Context: an optimization exercise on an open-source flow, tuned for small area. The choices shown serve that exercise and are no tape-out recipe. Only simulation tests tie the RTL to the original design; equivalence was not proved. In every run shown here, the design's own scripts or RTL, not TritonCTS, make the clock network. The clock input has no modelled driver; a real chip could not lean on it and would need a root buffer or a full tree. No activity file was given, so power comes from the tool's default toggle rates.

### flow/design.v
`timescale 1ns/10ps
module lab4(clk_50M,reset_n,write,write_control,write_address,write_data,write_complete,i2c_sda_o,i2c_sda_oe,i2c_scl);
	input clk_50M,reset_n,write;
	input [7:0] write_control;
	input [7:0] write_data;
	input [15:0] write_address;
	output write_complete;
	output i2c_scl;
	output i2c_sda_o;
	output i2c_sda_oe;
	reg write_d1;
	reg write_d2;
	reg idle;
	reg [11:0] cs;
	reg [1:0] q;
	reg [3:0] j;
	reg [1:0] g;
	wire busy = ~idle;
	wire tc = cs[11] & cs[10] & cs[9] & ~cs[8] & ~cs[7] & ~cs[5] & cs[4] & cs[2] & cs[1] & ~cs[0];
	wire load = idle | tc;
	wire adv = tc & q[1] & ~q[0];
	wire g3 = g[1] & ~g[0];
	wire tostop = j[3] & ~j[0] & g3;
	wire done = j[3] & j[0] & ~g[1] & ~g[0] & q[1] & q[0] & tc;
	always @(posedge clk_50M or negedge reset_n)
		if (!reset_n) begin
			write_d1 <= 1'b0;
			idle <= 1'b1;
		end else begin
			write_d1 <= write;
			idle <= idle ? ~(write_d1 & ~write_d2) : done;
		end
	always @(posedge clk_50M)
		write_d2 <= write_d1;
	always @(posedge clk_50M) begin
		cs[11] <= ~(idle | (~tc & cs[10]));
		cs[10] <= ~(busy & (tc | cs[9]));
		cs[9] <= ~(~load & cs[8]);
		cs[8] <= ~(load | cs[7]);
		cs[7] <= ~(~load & cs[6]);
		cs[6] <= ~(load | cs[5]);
		cs[5] <= ~(~load & cs[4]);
		cs[4] <= ~(load | cs[3]);
		cs[3] <= ~(~load & cs[2]);
		cs[2] <= ~(load | cs[1]);
		cs[1] <= ~(~load & cs[0]);
		cs[0] <= busy & (tc ? q[0] : cs[11] ^ cs[0]);
		if (idle)
			q <= 2'b01;
		else if (tc)
			q <= {q[0], ~q[1]};
		if (idle) begin
			j <= 4'b1111;
			g <= 2'b10;
		end else if (adv) begin
			j[0] <= ~j[0] & (~j[3] | g3);
			j[1] <= (j[1] ^ j[0]) | tostop;
			j[2] <= (j[2] ^ (j[1] & j[0])) | tostop;
			j[3] <= (~j[3] & j[2] & j[1] & j[0]) | tostop;
			if (j[3])
				g <= {g[0], ~g[1]};
		end
	end
	wire [31:0] dv = {
		write_address[0], write_address[1], write_address[2], write_address[3],
		write_address[4], write_address[5], write_address[6], write_address[7],
		write_data[0], write_data[1], write_data[2], write_data[3],
		write_data[4], write_data[5], write_data[6], write_data[7],
		write_address[8], write_address[9], write_address[10], write_address[11],
		write_address[12], write_address[13], write_address[14], j[3],
		write_control[0], write_control[1], write_control[2], write_control[3],
		write_control[4], write_control[5], write_control[6], write_control[7]};
	wire [7:0] m1;
	wire [1:0] m2;
	genvar k;
	generate for (k = 0; k < 8; k = k + 1) begin : l1
		lab4_mux4 u (.s(j[1:0]), .d(dv[4*k+3:4*k]), .y(m1[k]));
	end endgenerate
	lab4_mux4 u20 (.s({g[0], j[2]}), .d(m1[3:0]), .y(m2[0]));
	lab4_mux4 u21 (.s({g[0], j[2]}), .d(m1[7:4]), .y(m2[1]));
	wire bit_v = g[1] ? m2[1] : m2[0];
	assign write_complete = idle;
	assign i2c_scl = idle | q[0];
	assign i2c_sda_o = idle | (~j[3] & bit_v);
	assign i2c_sda_oe = idle | ~j[3] | j[0] | (g3 & q[1] & ~q[0]);
endmodule
module lab4_mux4(s, d, y);
	input [1:0] s;
	input [3:0] d;
	output y;
	assign y = d[s];
endmodule
### flow/flow/run.sh
#!/bin/bash
# Standard ORFS layout (standard.sh), with these changes:
#  - synthesis maps logic with an area-oriented ABC script (flow/abc_area.script)
#    in place of ORFS's abc_speed.script;
#  - port buffers are sky130_fd_sc_hd__buf_1;
#  - the clock tree is two clkbuf_4, each driving half of the registers
#    (flow/cts.tcl in place of ORFS's cts.tcl; everything else in it unchanged).
set -euo pipefail
D=$(pwd)
mkdir -p "$D/scripts"
for f in "$FLOW_HOME"/scripts/*; do ln -sf "$f" "$D/scripts/"; done
rm -f "$D/scripts/abc_speed.script" "$D/scripts/cts.tcl"
cp "$D/flow/abc_area.script" "$D/scripts/abc_speed.script"
cp "$D/flow/cts.tcl" "$D/scripts/cts.tcl"
export SCRIPTS_DIR="$D/scripts"
export BUFFER_PORTS_ARGS="-buffer_cell sky130_fd_sc_hd__buf_1"
export CLOCK_PORT_NAME=clk_50M
export CLOCK_BUFFER_CELL=sky130_fd_sc_hd__clkbuf_4
bash standard.sh finish > "$D/standard.log" 2>&1
### flow/flow/abc_area.script
&get -n
&st
&dc2
&dch -f
&nf -R 1000 -p -C 32 -F 8 -A 8
&put
### flow/flow/cts.tcl
utl::set_metrics_stage "cts__{}"
source $::env(SCRIPTS_DIR)/load.tcl
source $::env(SCRIPTS_DIR)/lec_check.tcl
erase_non_stage_variables cts
load_design 3_place.odb 3_place.sdc
source_step_tcl PRE CTS

# Clone clock tree inverters next to register loads
# so cts does not try to buffer the inverted clocks.
repair_clock_inverters

proc save_progress { stage } {
  puts "Run 'make gui_$stage.odb' to load progress snapshot"
  orfs_write_db $::env(RESULTS_DIR)/$stage.odb
  orfs_write_sdc $::env(RESULTS_DIR)/$stage.sdc
}

# Clock tree: the registers are split into two halves by position, and each
# half is driven by its own clock buffer, placed at the centre of its registers.
# The clock port drives only these buffers.
set_dont_use $::env(DONT_USE_CELLS)
set block [ord::get_db_block]
set clk_net [$block findNet $::env(CLOCK_PORT_NAME)]
set regs {}
foreach inst [$block getInsts] {
  if { [[$inst getMaster] isSequential] } {
    set box [$inst getBBox]
    lappend regs [list [expr { ([$box xMin] + [$box xMax]) / 2 }] \
      [expr { ([$box yMin] + [$box yMax]) / 2 }] $inst]
  }
}
set regs [lsort -integer -index 0 $regs]
set half [expr { [llength $regs] / 2 }]
set groups [list [lrange $regs 0 [expr { $half - 1 }]] [lrange $regs $half end]]
set master [[ord::get_db] findMaster $::env(CLOCK_BUFFER_CELL)]
set k 0
foreach group $groups {
  set buf [odb::dbInst_create $block $master clkbuf_$k]
  set net [odb::dbNet_create $block clknet_$k]
  $net setSigType CLOCK
  [$buf findITerm A] connect $clk_net
  [$buf findITerm X] connect $net
  set sx 0
  set sy 0
  foreach r $group {
    set sx [expr { $sx + [lindex $r 0] }]
    set sy [expr { $sy + [lindex $r 1] }]
    set iterm [[lindex $r 2] findITerm CLK]
    $iterm disconnect
    $iterm connect $net
  }
  set n [llength $group]
  $buf setLocation [expr { $sx / $n }] [expr { $sy / $n }]
  $buf setPlacementStatus PLACED
  incr k
}
global_connect
set_propagated_clock [all_clocks]

utl::push_metrics_stage "cts__{}__pre_repair_timing"
log_cmd estimate_parasitics -placement
if { $::env(DETAILED_METRICS) } {
  report_metrics 4 "cts pre-repair-timing"
}
utl::pop_metrics_stage

set_placement_padding -global \
  -left $::env(CELL_PAD_IN_SITES_DETAIL_PLACEMENT) \
  -right $::env(CELL_PAD_IN_SITES_DETAIL_PLACEMENT)

set result [catch { detailed_placement } msg]
if { $result != 0 } {
  save_progress 4_1_error
  error "Detailed placement failed in CTS: $msg"
}

log_cmd estimate_parasitics -placement

if { $::env(CTS_SNAPSHOTS) } {
  save_progress 4_1_pre_repair_hold_setup
}

if { !$::env(SKIP_CTS_REPAIR_TIMING) } {
  if { $::env(EQUIVALENCE_CHECK) } {
    write_eqy_verilog 4_before_rsz.v
  }
  if { $::env(LEC_CHECK) } {
    write_lec_verilog 4_before_rsz_lec.v
  }

  repair_timing_helper

  if { $::env(EQUIVALENCE_CHECK) } {
    run_equivalence_test
  }
  if { $::env(LEC_CHECK) } {
    write_lec_verilog 4_after_rsz_lec.v
    run_lec_test 4_rsz 4_before_rsz_lec.v 4_after_rsz_lec.v
  }

  set result [catch { detailed_placement } msg]
  if { $result != 0 } {
    save_progress 4_1_error
    error "Detailed placement failed in CTS: $msg"
  }

  check_placement -verbose
}

report_metrics 4 "cts final"

source_step_tcl POST CTS

orfs_write_db $::env(RESULTS_DIR)/4_1_cts.odb
orfs_write_sdc $::env(RESULTS_DIR)/4_cts.sdc
### flow/standard.sh
#!/bin/bash
# synth_recipe.tcl (not shown) runs the flow's synth.tcl, then flattens the netlist and writes it again
# the make line also repeats each setting of config.mk as NAME=value (left out here)
make -C /OpenROAD-flow-scripts/flow DESIGN_CONFIG=/design/flow/config.mk WORK_HOME=/design/flow/orfs CLKGATE_MAP_FILE= SYNTH_SCRIPT=/design/flow/synth_recipe.tcl "${@:-finish}"
### flow/config.mk
export PLATFORM = sky130hd
export DESIGN_NAME = lab4
export DESIGN_NICKNAME = lab4
export VERILOG_FILES = /design/flow/design.v
export SDC_FILE = /design/flow/constraint.sdc
export NUM_CORES = 4
export LEC_CHECK = 0
export CAP_MARGIN = 20
export CORE_AREA = 2 2 68 68
export DIE_AREA = 0 0 70 70
export PLACE_DENSITY = 0.9
export SLEW_MARGIN = 20
export SYNTH_HIERARCHICAL = 1
export SYNTH_MINIMUM_KEEP_SIZE = 0
### flow/constraint.sdc
create_clock -name core_clock -period 20.0 [get_ports {clk_50M}]
set_input_delay 4.0000 -clock core_clock [delete_from_list [all_inputs] [get_ports {clk_50M}]]
set_output_delay 4.0000 -clock core_clock [all_outputs]
set_load 0.01 [all_outputs]
==> results of run 1 <==
worst reg2reg max path: stages, from the launching register on:
cell	delay (ns)
dfxtp_1	0.37
nand2_1	0.06
nor3_1	0.13
nand4_1	0.25
nor2_1	0.39
and2_0	0.29
nor2_1	0.06
a211oi_1	0.19
flip-flops by register name, indices dropped and copies added, names as in the netlist:
name	cells
write_d2	1
j	4
write_d1	1
cs	12
g	2
q	2
idle	1
metrics by stage:
step	area [µm²]	hold slack, ns
after floorplan	1010	0.3434
after global placement	1214	0.3458
after detailed placement	1214	0.3580
after CTS	1229	0.3830
after global routing	1229	0.4062
final	1229	0.3720
modules after synthesis (local to each module, per instance):
module,copies in the design,cells inside,area (µm²),flops+latches
lab4,1,81,784.5,23
lab4_mux4,10,1,22.52,0
cells in the mapped netlist:
| cell type | count | area share |
|---|---|---|
| o41ai_1 | 1 | 0.0087 |
| nand2_1 | 12 | 0.045 |
| a41oi_1 | 1 | 0.0087 |
| dfrtp_1 | 1 | 0.025 |
| a211oi_1 | 1 | 0.0074 |
| nand2b_1 | 4 | 0.025 |
| xnor2_1 | 1 | 0.0087 |
| nand4_1 | 1 | 0.0062 |
| and2_0 | 1 | 0.0062 |
| or3b_1 | 1 | 0.0087 |
| a21oi_1 | 5 | 0.025 |
| dfxtp_1 | 21 | 0.42 |
| nor2b_1 | 1 | 0.0062 |
| o21ai_0 | 9 | 0.045 |
| mux4_2 | 10 | 0.22 |
| o21bai_1 | 1 | 0.0074 |
| nor3_1 | 3 | 0.015 |
| a21boi_0 | 1 | 0.0074 |
| nor2_1 | 7 | 0.026 |
| mux2i_1 | 2 | 0.020 |
| nand3_1 | 1 | 0.0050 |
| or2_0 | 1 | 0.0062 |
| clkinv_1 | 3 | 0.011 |
| dfstp_2 | 1 | 0.026 |
| ha_1 | 1 | 0.012 |
logic make-up (layout without fill, tap and decap cells):
group / after synthesis / after routing / synth area share
AND/OR/NAND/NOR: 32 / 32 / 0.1487
flip-flops: 23 / 23 / 0.4672
AO/OA/AOI/OAI: 19 / 19 / 0.1091
multiplexers: 12 / 12 / 0.2429
buffers and inverters: 3 / 42 / 0.01115
adder cells (fa/ha/maj): 1 / 1 / 0.01239
XOR/XNOR: 1 / 1 / 0.008676
layout make-up:
class	instances	area [µm²]	area share
Buffer	2	15.01	0.01222
Inverter	3	11.26	0.009165
Multi-Input combinational cell	65	526.8	0.4287
Sequential cell	23	471.7	0.3839
Tap cell	52	65.06	0.05295
Timing Repair Buffer	37	138.9	0.1130
worst max-delay path by stage:
stage	endpoint	slack, ns	cells past startpoint
6_report	i2c_sda_o	10.65	6
5_1_grt	i2c_sda_o	10.59	6
4_1_cts	i2c_sda_o	10.64	6
3_5_place_dp	i2c_sda_o	10.65	6
3_3_place_gp	i2c_sda_o	10.66	6
2_1_floorplan	i2c_sda_o	10.87	4
per-layer routing:
metal | global-route usage | vias to the layer above | wire (µm)
met5 | 0 | - | 0
met3 | 0.005772 | 7 | 56
met2 | 0.1661 | 22 | 1154
li1 | - | 418 | -
met1 | 0.1040 | 404 | 862
met4 | 0.02778 | 0 | 62
where the power goes:
group	total (mW)	leakage (nW)	internal, mW	switching [mW]
Sequential	0.0461	0.197	0.0461	0.0000677
Clock	0.0157	0.00920	0.00481	0.0109
Combinational	0.00431	0.250	0.00307	0.00125
Total	0.0662	0.456	0.0539	0.0122
==> qor.txt, run 1 <==
FLOORPLANNING
----------------------------------------------------------------------------------------
DIE AREA                                                                        4900 µm²
Starting utilization of the core area                                             0.2368
Top Ports                                                                             39
Placement row count                                                                   24
Area of the core                                                                4264 µm²
Overall die width                                                                  70 µm
Die Span Y                                                                         70 µm

GLOBAL ROUTING
----------------------------------------------------------------------------------------
Number of antenna violations at the first check in global routing                      0
Number of global-route vias before repair                                            871
All-Layer GR Usage                                                               0.08752
Pin count of the biggest net entering global routing                                  17
Wire length of the first global-routing pass                                     3746 µm
Total gr overflow                                                                      0

YOSYS
----------------------------------------------------------------------------------------
Total of warnings raised by yosys                                                      7
Area of the mapped netlist                                                      1010 µm²
Number of library cell types mapped by synthesis                                      25
Synth Net Count                                                                      127
Average cell area after synthesis                                              11.10 µm²
Register bit total from synthesis                                                     23
Sequential area share after synthesis                                             0.4672
Number of instances in the synthesized netlist                                        91

SETUP PATH
----------------------------------------------------------------------------------------
Largest fanout of any net on the critical path                                         1
Reg2reg start                                                                     cs[11]
Required time of the critical path                                              16.00 ns
Cell breakdown of the critical path                                         buf_1, mux4_2, mux4_2, mux2i_1, o21bai_1, buf_1
Critical Path AT                                                                 5.35 ns
Category of the critical setup timing path                                     in -> out
CP Buf/Inv Count                                                                       2
Reg2Reg Capture Point                                                               g[0]
Kind of start point of the critical path                                      input port
Dominant delay contributor by cell family on the critical path              multiplexers
Source of the critical timing path                                          write_address[7]
R2R setup slack                                                                 18.18 ns
Delay contributed by the slowest stage of the critical path                      0.46 ns
Slowest CP cell                                                                   mux4_2
Nature of the critical path endpoint                                          output pin
Worst reg2reg path depth                                                               7

TIMING
----------------------------------------------------------------------------------------
Fmax                                                                          0.1070 GHz
Final cycle utilization of the critical path                                      0.4675
Transition time of the tightest slew-check pin                                 0.6302 ns
Final setup slack of the worst path                                             10.65 ns
Slew HR                                                                           0.5793
Minimum period implied by the final worst setup slack                           9.349 ns
Fin. max-slew vios                                                                     0
TNS Setup                                                                           0 ns
Fin. Hold Viols                                                                        0
Setup clock skew after layout                                                 0.01257 ns
Finish-stage setup viols                                                               0
Setup repair after global routing missed its margin                                false

CLOCKING
----------------------------------------------------------------------------------------
Buffer count from post-CTS setup fixing                                                0
Clock Pin Slew Worst Setup and Hold Paths                                        0.12 ns
Post-cts sizing count                                                                  0
Clk latency of the worst-skew pair                                               0.17 ns
Post-CTS Hold Buffers                                                                  0

ROUTE
----------------------------------------------------------------------------------------
Detailed router's first-iteration violation count                                     15
Number of nets still failing antenna checks after routing                              0
Total via count in the routed design                                                 851
Average wire length per cell after detail routing                               11.73 µm
DRC viols                                                                              0
Sum of routed wire length over all layers                                        2135 µm
Routed via count divided by cell count                                             4.676
Number of search-and-repair iterations in the first detailed-routing pass              4

FINAL LAYOUT
----------------------------------------------------------------------------------------
Proportion of layout cells with a drive suffix above 1                            0.1000
Final Instance Count excl. Fillers                                                   182
Area delta synth->final                                                           21.69%
Total inserted antenna cells                                                           0
Final Net Count                                                                      168
Commonest non-fill, non-tap cell in the layout                                     buf_1
Number of fillers in the final layout                                                450
Final core area utilization                                                       0.2881
Highest-count cells in the layout ignoring fill and taps                    buf_1, dfxtp_1, nand2_1

POWER AND IR DROP
----------------------------------------------------------------------------------------
Final Total Pwr                                                               0.06618 mW
Maximum resistive drop on vdd                                                 0.02256 mV
Pwr dens                                                                    53.86 nW/µm²
Standby leakage power                                                          0.4561 nW

STATUS
----------------------------------------------------------------------------------------
Result of the run                                                           finished clean

PLACED DESIGN
----------------------------------------------------------------------------------------
Buffers added on ports                                                                37
Post-place setup slack                                                          10.65 ns
HPWL after detailed placement                                                    1730 µm
Final weighted congestion of routability-driven global placement                  0.7156
Dpl cells                                                                            180

FLOW RUN
----------------------------------------------------------------------------------------
Count of max-cap constraint violations                                                 0

MIN PATH
----------------------------------------------------------------------------------------
Type of the tightest min-delay check                                          reg -> reg
Endpoint of the worst hold path                                                    cs[4]
Worst hold path depth                                                                  1
Hold_sp                                                                            cs[3]

==> inputs of run 2 (changes only) <==
--- a/flow/design.v
+++ b/flow/design.v
@@ -12,3 +12,3 @@
 	reg write_d2;
-	reg idle;
+	reg busy;
 	reg [11:0] cs;
@@ -17,3 +17,3 @@
 	reg [1:0] g;
-	wire busy = ~idle;
+	wire idle = ~busy;
 	wire tc = cs[11] & cs[10] & cs[9] & ~cs[8] & ~cs[7] & ~cs[5] & cs[4] & cs[2] & cs[1] & ~cs[0];
@@ -27,6 +27,6 @@
 			write_d1 <= 1'b0;
-			idle <= 1'b1;
+			busy <= 1'b0;
 		end else begin
 			write_d1 <= write;
-			idle <= idle ? ~(write_d1 & ~write_d2) : done;
+			busy <= busy ? ~done : (write_d1 & ~write_d2);
 		end
==> qor.txt, run 2 <==
STATUS
----------------------------------------------------------------------------------------
Result of the run                                                           finished clean

CLOCKING
----------------------------------------------------------------------------------------
Post-cts sizing count                                                                  0   unchanged
Buffer count from post-CTS setup fixing                                                0   unchanged
Clk latency of the worst-skew pair                                               0.17 ns   about the same
Clock Pin Slew Worst Setup and Hold Paths                                        0.11 ns   about the same
Post-CTS Hold Buffers                                                                  0   unchanged

YOSYS
----------------------------------------------------------------------------------------
Most used flip-flop cell after synthesis                                         dfxtp_1
Combinational family with the most area after synthesis                     multiplexers
Leading area contributor after synthesis                                         dfxtp_1
Number of library cell types mapped by synthesis                                      22   -12%
Number of instances in the synthesized netlist                                        92   +1.1%
Async set-reset flop share out of synthesis                                      0.08696   unchanged
Area of the mapped netlist                                                      1008 µm²   -0.12%
Fraction of post-synthesis cell area in the top cell type by area                 0.4169   +0.0005166
Synth Net Count                                                                      128   +0.79%
Area share of xor/xnor cells in the synthesized design                          0.008685   +0.00001076
Register bit total from synthesis                                                     23   unchanged
Ranking of synthesized cells by area                                        dfxtp_1, mux4_2, nand2_1
Total of warnings raised by yosys                                                      7   unchanged
Proportion of synthesized area in mux cells                                       0.2630   +0.02015
Synthesized-area fraction occupied by and/or/nand/nor cells                       0.1514   +0.002666
Number of enable-type register cells in the synthesized netlist                        0   unchanged
Average cell area after synthesis                                              10.96 µm²   -1.2%
Sequential area share after synthesis                                             0.4665   -0.0006611
Compound-gate portion of the synthesized area                                    0.08313   -0.02592
Adder and majority gate portion of the synthesized area                          0.01241   +0.00001537
Leading cell type by number of instances after synthesis                         dfxtp_1
Leading post-synthesis cells by instance count                              dfxtp_1, nand2_1, mux4_2

FINAL LAYOUT
----------------------------------------------------------------------------------------
Largest registers                                                           cs: 12 flops, j: 4 flops
Most flop-heavy register                                                              cs
Commonest non-fill, non-tap cell in the layout                                     buf_1
Final Net Count                                                                      169   +0.60%
Max FFs per register                                                                  12   unchanged
Post-layout instance area                                                       1230 µm²   +0.10%
Area delta synth->final                                                           21.96%
Proportion of layout cells with a drive suffix above 1                           0.09160   -0.008397
Highest-count cells in the layout ignoring fill and taps                    buf_1, dfxtp_1, nand2_1

ROUTE
----------------------------------------------------------------------------------------
DRC viols                                                                              0   unchanged
Number of search-and-repair iterations in the first detailed-routing pass              4   unchanged
Routed via count divided by cell count                                             4.609   -1.4%
Average wire length per cell after detail routing                               10.67 µm   -9.1%
Sum of routed wire length over all layers                                        1963 µm   -8.1%
Number of nets still failing antenna checks after routing                              0   unchanged
Detailed router's first-iteration violation count                                     22   +7
Total via count in the routed design                                                 848   -0.35%

TIMING
----------------------------------------------------------------------------------------
Transition time of the tightest slew-check pin                                 0.6959 ns   +0.06578 ns
Final setup slack of the worst path                                             10.63 ns   -0.02530 ns
Fin Hold WS                                                                    0.3932 ns   +0.02116 ns
Setup repair after global routing missed its margin                                false
Setup clock skew after layout                                                0.005793 ns   -0.006775 ns
TNS Setup                                                                           0 ns   unchanged
Fin. max-slew vios                                                                     0   unchanged
Finish-stage setup viols                                                               0   unchanged
Fin. Hold Viols                                                                        0   unchanged
Slew HR                                                                           0.5354   -0.04391
Fmax                                                                          0.1067 GHz   -0.27%
Minimum period implied by the final worst setup slack                           9.374 ns   +0.02530 ns
Final cycle utilization of the critical path                                      0.4687   +0.001265

SETUP PATH
----------------------------------------------------------------------------------------
Required time of the critical path                                              16.00 ns   about the same
Category of the critical setup timing path                                     in -> out
Largest fanout of any net on the critical path                                         1   unchanged
Critical Path AT                                                                 5.37 ns   +0.02 ns
Kind of start point of the critical path                                      input port
Nature of the critical path endpoint                                          output pin

POWER AND IR DROP
----------------------------------------------------------------------------------------
Final Total Pwr                                                               0.09952 mW   +50%
Maximum resistive drop on vdd                                                 0.02745 mV   +22%
Pwr dens                                                                    80.92 nW/µm²   +50%
Standby leakage power                                                          0.4615 nW   +1.2%

PLACED DESIGN
----------------------------------------------------------------------------------------
HPWL after detailed placement                                                    1649 µm   -4.7%
Final weighted congestion of routability-driven global placement                  0.7486   +4.6%
Post-place setup slack                                                          10.62 ns   -0.02270 ns
Area after detailed placement                                                   1212 µm²   -0.10%
Buffers added on ports                                                                37   unchanged

GLOBAL ROUTING
----------------------------------------------------------------------------------------
All-Layer GR Usage                                                               0.08384   -0.003685
Number of global-route vias before repair                                            810   -7.0%
Total gr overflow                                                                      0   unchanged
Pin count of the biggest net entering global routing                                  16   -1
Wire length of the first global-routing pass                                     3553 µm   -5.2%
Number of antenna violations at the first check in global routing                      1   +1

FLOORPLANNING
----------------------------------------------------------------------------------------
Starting utilization of the core area                                             0.2365   -0.0002934
Top Ports                                                                             39   unchanged
Placement row count                                                                   24   unchanged
DIE AREA                                                                        4900 µm²   unchanged
Die Span Y                                                                         70 µm   unchanged
Area of the core                                                                4264 µm²   unchanged
Overall die width                                                                  70 µm   unchanged

MIN PATH
----------------------------------------------------------------------------------------
Type of the tightest min-delay check                                          reg -> reg

FLOW RUN
----------------------------------------------------------------------------------------
Count of max-cap constraint violations                                                 0   unchanged

-- run 2: cell count changes after synthesis, moves of 2 or more --
cell     delta
nand2_1     +5
mux2i_1     +2
a21oi_1     -2
o21ai_0     -3
-- run 2: final timing paths --
check,startpoint,slack [ns],endpoint,depth (start not counted)
max in group asynchronous,reset_n,16.29,busy,1
min in group asynchronous,reset_n,3.59,write_d1,1
max,write_address[8],10.63,i2c_sda_o,6
max reg2reg,cs[11],18.28,g[1],6
min reg2reg,cs[2],0.39,cs[3],1
min,cs[2],0.39,cs[3],1
-- run 2: Yosys stat by module (local to each module, per instance) --
module     flops+latches  cells inside  copies in the design  area [µm²]
lab4                  23            82                     1       783.3
lab4_mux4              0             1                    10       22.52
-- run 2: cells by family after synthesis --
family | Yosys count
buf+inv | 4
mux | 14
fa+ha+maj | 1
xor+xnor | 1
flops | 23
simple gates | 35
compound gates | 14
-- run 2: metal layers --
layer	GRT usage	part of all wire
met1	0.1137	0.47
met2	0.1481	0.45
met3	0.01443	0.077
met4	0.002137	0
met5	0	0
-- run 2: cell type report --
type                       instances  area [µm²]
buffer                             2       15.01
fill                             471        3034
tap                               52       65.06
multi-input combinational         65       523.0
antenna                            1       2.502
timing repair buffer              37       138.9
inverter                           4       15.01
sequential                        23       470.5
-- run 2: critical path, stage by stage --
cell and delay, ns:
buf_1 0.07, mux4_2 0.44, mux4_2 0.48, mux2i_1 0.13
o21ai_0 0.09, buf_1 0.16
-- run 2: metrics by stage --
step,util,cells
6_report,0.2884,184
5_1_grt,0.2884,184
4_1_cts,0.2879,183
3_5_place_dp,0.2843,181
3_3_place_gp,0.2843,181
2_1_floorplan,-,92
-- run 2: report_power, final --
group          switching, mW  internal (mW)  total (mW)  leakage (nW)
sequential           0.00786         0.0604      0.0683         0.195
combinational        0.00655        0.00930      0.0158         0.257
clock                 0.0106        0.00481      0.0154       0.00921
==> inputs of run 3 (changes only) <==
--- a/flow/design.v
+++ b/flow/design.v
@@ -11,3 +11,2 @@
 	reg write_d1;
-	reg write_d2;
 	reg busy;
@@ -20,3 +19,3 @@
 	wire load = idle | tc;
-	wire adv = tc & q[1] & ~q[0];
+	wire adv = tc & ~q[1] & q[0];
 	wire g3 = g[1] & ~g[0];
@@ -24,2 +23,3 @@
 	wire done = j[3] & j[0] & ~g[1] & ~g[0] & q[1] & q[0] & tc;
+	wire write_d2 = q[1];
 	always @(posedge clk_50M or negedge reset_n)
@@ -32,4 +32,2 @@
 		end
-	always @(posedge clk_50M)
-		write_d2 <= write_d1;
 	always @(posedge clk_50M) begin
@@ -46,7 +44,7 @@
 		cs[1] <= ~(~load & cs[0]);
-		cs[0] <= busy & (tc ? q[0] : cs[11] ^ cs[0]);
+		cs[0] <= busy & (tc ? q[1] : cs[11] ^ cs[0]);
 		if (idle)
-			q <= 2'b01;
+			q <= {write_d1, 1'b0};
 		else if (tc)
-			q <= {q[0], ~q[1]};
+			q <= {done ? write_d1 : ~q[0], q[1]};
 		if (idle) begin
@@ -82,5 +80,5 @@
 	assign write_complete = idle;
-	assign i2c_scl = idle | q[0];
+	assign i2c_scl = idle | q[1];
 	assign i2c_sda_o = idle | (~j[3] & bit_v);
-	assign i2c_sda_oe = idle | ~j[3] | j[0] | (g3 & q[1] & ~q[0]);
+	assign i2c_sda_oe = idle | ~j[3] | j[0] | (g3 & ~q[1] & q[0]);
 endmodule
==> qor.txt, run 3 <==
STATUS
----------------------------------------------------------------------------------------
Result of the run                                                           finished clean

ROUTE
----------------------------------------------------------------------------------------
Routed via count divided by cell count                                             4.712   +2.2%
Detailed router's first-iteration violation count                                     39   +77%
Number of search-and-repair iterations in the first detailed-routing pass              4   unchanged
DRC viols                                                                              0   unchanged
Number of nets still failing antenna checks after routing                              0   unchanged
Sum of routed wire length over all layers                                        2087 µm   +6.3%
Average wire length per cell after detail routing                               11.79 µm   +11%
Total via count in the routed design                                                 834   -1.7%

FINAL LAYOUT
----------------------------------------------------------------------------------------
Area delta synth->final                                                           21.79%
Post-layout instance area                                                       1224 µm²   -0.51%
Most flop-heavy register                                                              cs
Commonest non-fill, non-tap cell in the layout                                     buf_1
Proportion of layout cells with a drive suffix above 1                           0.09600   +0.004397
Max FFs per register                                                                  12   unchanged
Final Net Count                                                                      163   -3.6%
Largest registers                                                           cs: 12 flops, j: 4 flops
Final Instance Count excl. Fillers                                                   177   -3.8%
Total inserted antenna cells                                                           0   -1
Highest-count cells in the layout ignoring fill and taps                    buf_1, dfxtp_1, nand2_1, mux4_2

YOSYS
----------------------------------------------------------------------------------------
Leading area contributor after synthesis                                         dfxtp_1
Register bit total from synthesis                                                     22   -4.3%
Number of instances in the synthesized netlist                                        86   -6.5%
Area share of xor/xnor cells in the synthesized design                          0.008717   +0.00003245
Sequential area share after synthesis                                             0.4583   -0.008220
Most used flip-flop cell after synthesis                                         dfxtp_1
Number of enable-type register cells in the synthesized netlist                        1   +1
Ranking of synthesized cells by area                                        dfxtp_1, mux4_2, dfrtp_1
Fraction of post-synthesis cell area in the top cell type by area                 0.3786   -0.03829
Total of warnings raised by yosys                                                      7   unchanged
Compound-gate portion of the synthesized area                                     0.1071   +0.02397
Async set-reset flop share out of synthesis                                      0.09091   +0.003953
Leading cell type by number of instances after synthesis                         dfxtp_1
Proportion of synthesized area in mux cells                                       0.2441   -0.01894
Synthesized-area fraction occupied by and/or/nand/nor cells                       0.1507   -0.0006798
Adder and majority gate portion of the synthesized area                          0.01245   +0.00004635
Number of library cell types mapped by synthesis                                      29   +32%
Average cell area after synthesis                                              11.68 µm²   +6.6%
Combinational family with the most area after synthesis                     multiplexers
Area of the mapped netlist                                                      1005 µm²   -0.37%
Synth Net Count                                                                      122   -4.7%
Leading post-synthesis cells by instance count                              dfxtp_1, mux4_2, nand2_1

TIMING
----------------------------------------------------------------------------------------
Fmax                                                                          0.1067 GHz   about the same
Slew HR                                                                           0.5313   -0.004141
Fin. max-slew vios                                                                     0   unchanged
TNS Setup                                                                           0 ns   unchanged
Minimum period implied by the final worst setup slack                           9.374 ns   unchanged
Final cycle utilization of the critical path                                      0.4687   unchanged
Setup repair after global routing missed its margin                                false
Setup clock skew after layout                                                0.007418 ns   +0.001625 ns
Fin. Hold Viols                                                                        0   unchanged
Finish-stage setup viols                                                               0   unchanged
Final setup slack of the worst path                                             10.63 ns   unchanged
Transition time of the tightest slew-check pin                                 0.7021 ns   +0.006203 ns
Fin Hold WS                                                                    0.3725 ns   -0.02068 ns

POWER AND IR DROP
----------------------------------------------------------------------------------------
Standby leakage power                                                          0.4518 nW   -2.1%
Pwr dens                                                                    77.74 nW/µm²   -3.9%
Net switching share of the total power                                            0.2466   -0.004673
Internal cell power                                                           0.07167 mW   -3.8%
Share of power burned in combinational logic                                       0.160   about the same
Portion of total power attributed to sequential cells                              0.684   -0.002
Switching power total                                                         0.02346 mW   -6.2%
Clk network pwr share                                                              0.156   about the same
Maximum resistive drop on vdd                                                 0.02580 mV   -6.0%

FLOORPLANNING
----------------------------------------------------------------------------------------
Placement row count                                                                   24   unchanged
Overall die width                                                                  70 µm   unchanged
Top Ports                                                                             39   unchanged
Area of the core                                                                4264 µm²   unchanged
DIE AREA                                                                        4900 µm²   unchanged
Starting utilization of the core area                                             0.2356   -0.0008801
Die Span Y                                                                         70 µm   unchanged

GLOBAL ROUTING
----------------------------------------------------------------------------------------
Met3 usage in global routing                                                     0.01443   unchanged
Number of antenna violations at the first check in global routing                      0   -1
Total gr overflow                                                                      0   unchanged
Number of global-route vias before repair                                            855   +5.6%
Pin count of the biggest net entering global routing                                  16   unchanged
All-Layer GR Usage                                                               0.08490   +0.001062
Grt peak-use layer                                                                  met2
Met2 Use GR                                                                       0.1608   +0.01270
Wire length of the first global-routing pass                                     3650 µm   +2.7%
Fraction of met1 tracks used by global routing                                   0.09891   -0.01481

PLACED DESIGN
----------------------------------------------------------------------------------------
Buffers added on ports                                                                37   unchanged
HPWL after detailed placement                                                    1698 µm   +3.0%
Dpl cells                                                                            175   -3.3%
Area after detailed placement                                                   1209 µm²   -0.31%
Post-place setup slack                                                          10.61 ns   -0.01300 ns
Final weighted congestion of routability-driven global placement                  0.7248   -3.2%

CLOCKING
----------------------------------------------------------------------------------------
Post-CTS Hold Buffers                                                                  0   unchanged
Clk latency of the worst-skew pair                                               0.17 ns   about the same
Post-cts sizing count                                                                  0   unchanged
Buffer count from post-CTS setup fixing                                                0   unchanged
Clock Pin Slew Worst Setup and Hold Paths                                        0.11 ns   about the same

SETUP PATH
----------------------------------------------------------------------------------------
Nature of the critical path endpoint                                          output pin
Reg2reg start                                                                      cs[7]
Delay contributed by the slowest stage of the critical path                      0.48 ns   about the same
Largest fanout of any net on the critical path                                         1   unchanged
Kind of start point of the critical path                                      input port
Reg2Reg Capture Point                                                               g[0]
Critical Path AT                                                                 5.37 ns   about the same
Slowest CP cell                                                                   mux4_2
Category of the critical setup timing path                                     in -> out
Cell breakdown of the critical path                                         buf_1, mux4_2, mux4_2, mux2i_1, o21ai_0, buf_1
Worst reg2reg path depth                                                               6   unchanged
Required time of the critical path                                              16.00 ns   about the same
R2R setup slack                                                                 18.07 ns   -0.21 ns

MIN PATH
----------------------------------------------------------------------------------------
Hold_sp                                                                            cs[6]
Endpoint of the worst hold path                                                    cs[7]
Type of the tightest min-delay check                                          reg -> reg
Worst hold path depth                                                                  1   unchanged

FLOW RUN
----------------------------------------------------------------------------------------
Count of max-cap constraint violations                                                 0   unchanged

==> run 3: kinds of logic after synthesis <==
kind of cell | count (synthesis)
AO/OA/AOI/OAI | 16
XOR/XNOR | 1
adder cells (fa/ha/maj) | 1
buffers and inverters | 5
flip-flops | 22
multiplexers | 12
AND/OR/NAND/NOR | 29
==> run 3: worst max-delay path by stage <==
stage	depth (start not counted)	from	endpoint
2_1_floorplan	4	write_address[0]	i2c_sda_o
3_3_place_gp	6	write_address[0]	i2c_sda_o
3_5_place_dp	6	write_address[3]	i2c_sda_o
4_1_cts	6	write_address[3]	i2c_sda_o
5_1_grt	6	write_address[3]	i2c_sda_o
6_report	6	write_address[3]	i2c_sda_o
==> run 3: modules after synthesis, one instance, submodules excluded <==
module / cells / flops+latches
lab4: 76 / 22
lab4_mux4: 1 / 0
==> run 3: critical path, delay by kind of cell <==
family          cells  cell delay [ns]
compound gates      1             0.08
buf+inv             2             0.23
mux                 3             1.06
==> run 3: layer usage <==
| metal | routed length [µm] | part of all wire | vias to the layer above |
|---|---|---|---|
| li1 | - | - | 412 |
| met1 | 865 | 0.41 | 397 |
| met2 | 1113 | 0.53 | 23 |
| met3 | 82 | 0.039 | 2 |
| met4 | 26 | 0.012 | 0 |
| met5 | 0 | 0 | - |
==> run 3: cell type report <==
class                   count  area, µm²
fillers                   447       3040
multi-input cells          59      525.5
flip-flops and latches     22      460.4
repair buffers             37      138.9
well taps                  52      65.06
inverters                   5      18.77
plain buffers               2      15.01
==> run 3: power by group through the flow <==
stage	Sequential, mW	Clock (mW)	Combinational (mW)
2_1_floorplan	0.0640	0	0.0108
3_3_place_gp	0.0654	0	0.0142
5_1_grt	0.0665	0.0168	0.0175
3_5_place_dp	0.0660	0	0.0153
6_report	0.0651	0.0148	0.0152
4_1_cts	0.0650	0.0153	0.0155
==> run 3: stage by stage <==
stage,utilization,power (mW)
2_1_floorplan,-,0.07484
3_3_place_gp,0.2835,0.07964
3_5_place_dp,0.2835,0.08129
4_1_cts,0.2870,0.09585
5_1_grt,0.2870,0.1007
6_report,0.2870,0.09513

separate check: timing with driven ports:
In the flow no input, the clock included, has a driving cell. The finished layouts below were timed again as built, in two steps.
Step 1, drivers: a clkbuf_16 drives clk_50M and a buf_2 each remaining input, both assumed.
Step 2 times the ports against the registers' clock, not the clock port: input delays grow and output delays shrink by t, the midpoint of the rising clock arrivals with the driver on.
Slacks: ideal ports / drivers / drivers and shift; pairs: ideal ports / drivers.
| run | t (ns) | setup WS [ns] | hold WS [ns] | worst data-port slew with drivers (ns) |
|---|---|---|---|---|
| run 1 | 0.194 | 10.651 / 10.627 / 10.627 | 0.372 / 0.372 / 0.372 | 0.04 |
| run 2 | 0.193 | 10.626 / 10.605 / 10.605 | 0.393 / 0.393 / 0.393 | 0.04 |
| run 3 | 0.188 | 10.626 / 10.591 / 10.591 | 0.373 / 0.373 / 0.373 | 0.04 |
After both steps every run listed still meets setup and hold. For run 3, which loses most, drivers alone change the setup slack by -0.035 ns; drivers and shift together by -0.035 ns.
